This is an optimization exercise on Yosys and OpenROAD, whose aim is small area and a short achievable clock period, not a production implementation.
Function was checked by simulation only, so behaviour that the tests miss may differ from the original.

== v32 ==
// simon32_64
module simon32_64 (
  input  logic        clk, reset,
  input  logic        in_valid,
  input  logic [31:0] plaintext,
  input  logic [63:0] key,
  output logic        out_valid,
  output logic [31:0] ciphertext
);
Size in the first run: roughly 5100 cells after synthesis.
export LEC_CHECK = 0
export CAP_MARGIN = 20
export CORE_MARGIN = 2
export CORE_UTILIZATION = 70
export CTS_CLUSTER_DIAMETER = 80
export CTS_CLUSTER_SIZE = 30
export GPL_TIMING_DRIVEN = 0
export PLACE_DENSITY = 0.9
export SETUP_SLACK_MARGIN = 0.85
export SLEW_MARGIN = 20
export SYNTH_HIERARCHICAL = 1
export SYNTH_MINIMUM_KEEP_SIZE = 0
create_clock -name core_clock -period 2.5 [get_ports {clk}]
standard.sh (not shown) runs the stock make flow with config.mk's settings and CLKGATE_MAP_FILE= SYNTH_SCRIPT=/design/flow/synth_recipe.tcl, a recipe that flattens the netlist after the stock synthesis.
==> flow/flow/run.sh <==
#!/bin/bash
# The standard layout, except that the output ports get a fast buffer (buf_4) instead of the
# default port buffer; the input ports keep the default. Everything else is standard.sh as is.
set -euo pipefail
here=$(pwd)
bash standard.sh DONT_BUFFER_PORTS=1 PRE_GLOBAL_PLACE_TCL="$here/flow/ports.tcl" finish > "$here/flow_standard.log" 2>&1
==> flow/flow/ports.tcl <==
# Port buffers, placed where global_place.tcl would put them: inputs with the default cell,
# outputs with a fast buffer.
buffer_ports -inputs
buffer_ports -outputs -buffer_cell sky130_fd_sc_hd__buf_4
v32 completed end to end with timing, DRC and antenna clean.
The inputs of v33 differ from those of v32 as listed below.
Settings: a change of PLACE_DENSITY from 0.9 to 0.8; a change of CORE_UTILIZATION from 70 to 65; a change of CTS_CLUSTER_SIZE from 30 to 25; an added GPL_ROUTABILITY_DRIVEN of 0; a change of CTS_CLUSTER_DIAMETER from 80 to 70.
==> comparison <==
Comparing v33 and v32, the higher fmax was measured on v33.
Portion of the clock cycle consumed by the worst path in the final layout, v33 and v32: larger value in v32
v33 — via count of the first global-routing pass 228 higher, v32 as reference
In the tables for v33 and v32, number of placed instances, taps included reads lower with v32.
On count of clock-buffer cells in the layout: between v33 and v32, it ends up higher for v33.
Relative to v32, the count of antenna diodes in the layout of v33 is higher by 2.
Cmp v33 and v32 / final non-filler cell total / lower: v32
Die area (v32 / v33): 0.930
Diff v32..v33 | hold-critical path depth | unchanged
The run with more setup slack is v33; v32 has less.
Modified inputs, v54 compared to v33
Settings: a deleted CTS_CLUSTER_SIZE that had been 25; a deleted CTS_CLUSTER_DIAMETER that had been 70; a change of SETUP_SLACK_MARGIN from 0.85 to 0.8; a change of CORE_UTILIZATION from 65 to 55; a deleted GPL_ROUTABILITY_DRIVEN that had been 0; a deleted PLACE_DENSITY that had been 0.8.
==> run notes <==
- Going from v33 to v54, met3 routed wirelength -29%, wire length of the first global-routing pass +0.33%, maximum frequency -0.0093 GHz.
- Looking at the reports, v54 completed the entire flow and the layout it produced met the timing, design-rule and antenna checks.
- [compare] base=v33 new=v54: slack of the critical path fell 28 ps, routed wire length rose 0.64%, final critical delay including setup and external delays rose 28 ps.
- Register area across v54 and v33: no real change.
- Diff v33 -> v54: clock latency at the later pin of the worst-skew pair grew by 80 ps.
Here is what was changed in the inputs of v19 compared with v54.
Settings: changing CORE_UTILIZATION from 55 to 65; setting PLACE_DENSITY to 0.8 for the first time; changing GPL_TIMING_DRIVEN from 0 to 1; setting CTS_CLUSTER_SIZE to 30 for the first time; setting CTS_CLUSTER_DIAMETER to 80 for the first time; changing SETUP_SLACK_MARGIN from 0.8 to 0.85.
Findings:
v19 reached the end of the flow, and the finished layout is clean on the timing, design-rule and antenna checks.
Cell area after placement of v19 falls short of that of v54 by a few percent.
Cmp v54 and v19 / detailed placement HPWL / lower: v54
Wire length of the first global-routing pass, v54 and v19, lower one = v54.

-- afterwards: timing with drivers on the ports --
The flow's constraints put no driver on any port. The routed layouts listed below were extracted and timed again, unchanged, in two steps.
Step 1, drivers: a clkbuf_16 drives clk and a buf_2 each remaining input, both assumed.
Step 2 adds t to the input delays and takes it off the output delays; t is the mean of the earliest and latest rising clock arrival at the registers after step 1. Input paths then give back, and output paths get back, about the clock's delay inside the block.
Slacks: ideal / step 1 / step 2; pairs: ideal / step 1.
run	t, ns	setup WS [ns]	worst hold slack (ns)	slew at the worst register clock pin (ns)	pins driven straight from the clock port
v32	0.752	0.688 / 0.688 / 0.099	0.181 / 0.134 / 0.327	0.12 / 0.12	1
v33	0.722	0.770 / 0.792 / 0.076	0.113 / 0.066 / 0.324	0.10 / 0.10	1
v54	0.814	0.742 / 0.699 / 0.072	0.269 / 0.222 / 0.325	0.07 / 0.07	1
v19	0.770	0.792 / 0.786 / 0.234	0.026 / 0.022 / 0.337	0.12 / 0.12	1
After both steps every run listed still meets setup and hold. The setup slack of v33, which loses most, moves by +0.022 ns with the drivers and by -0.694 ns with both steps.
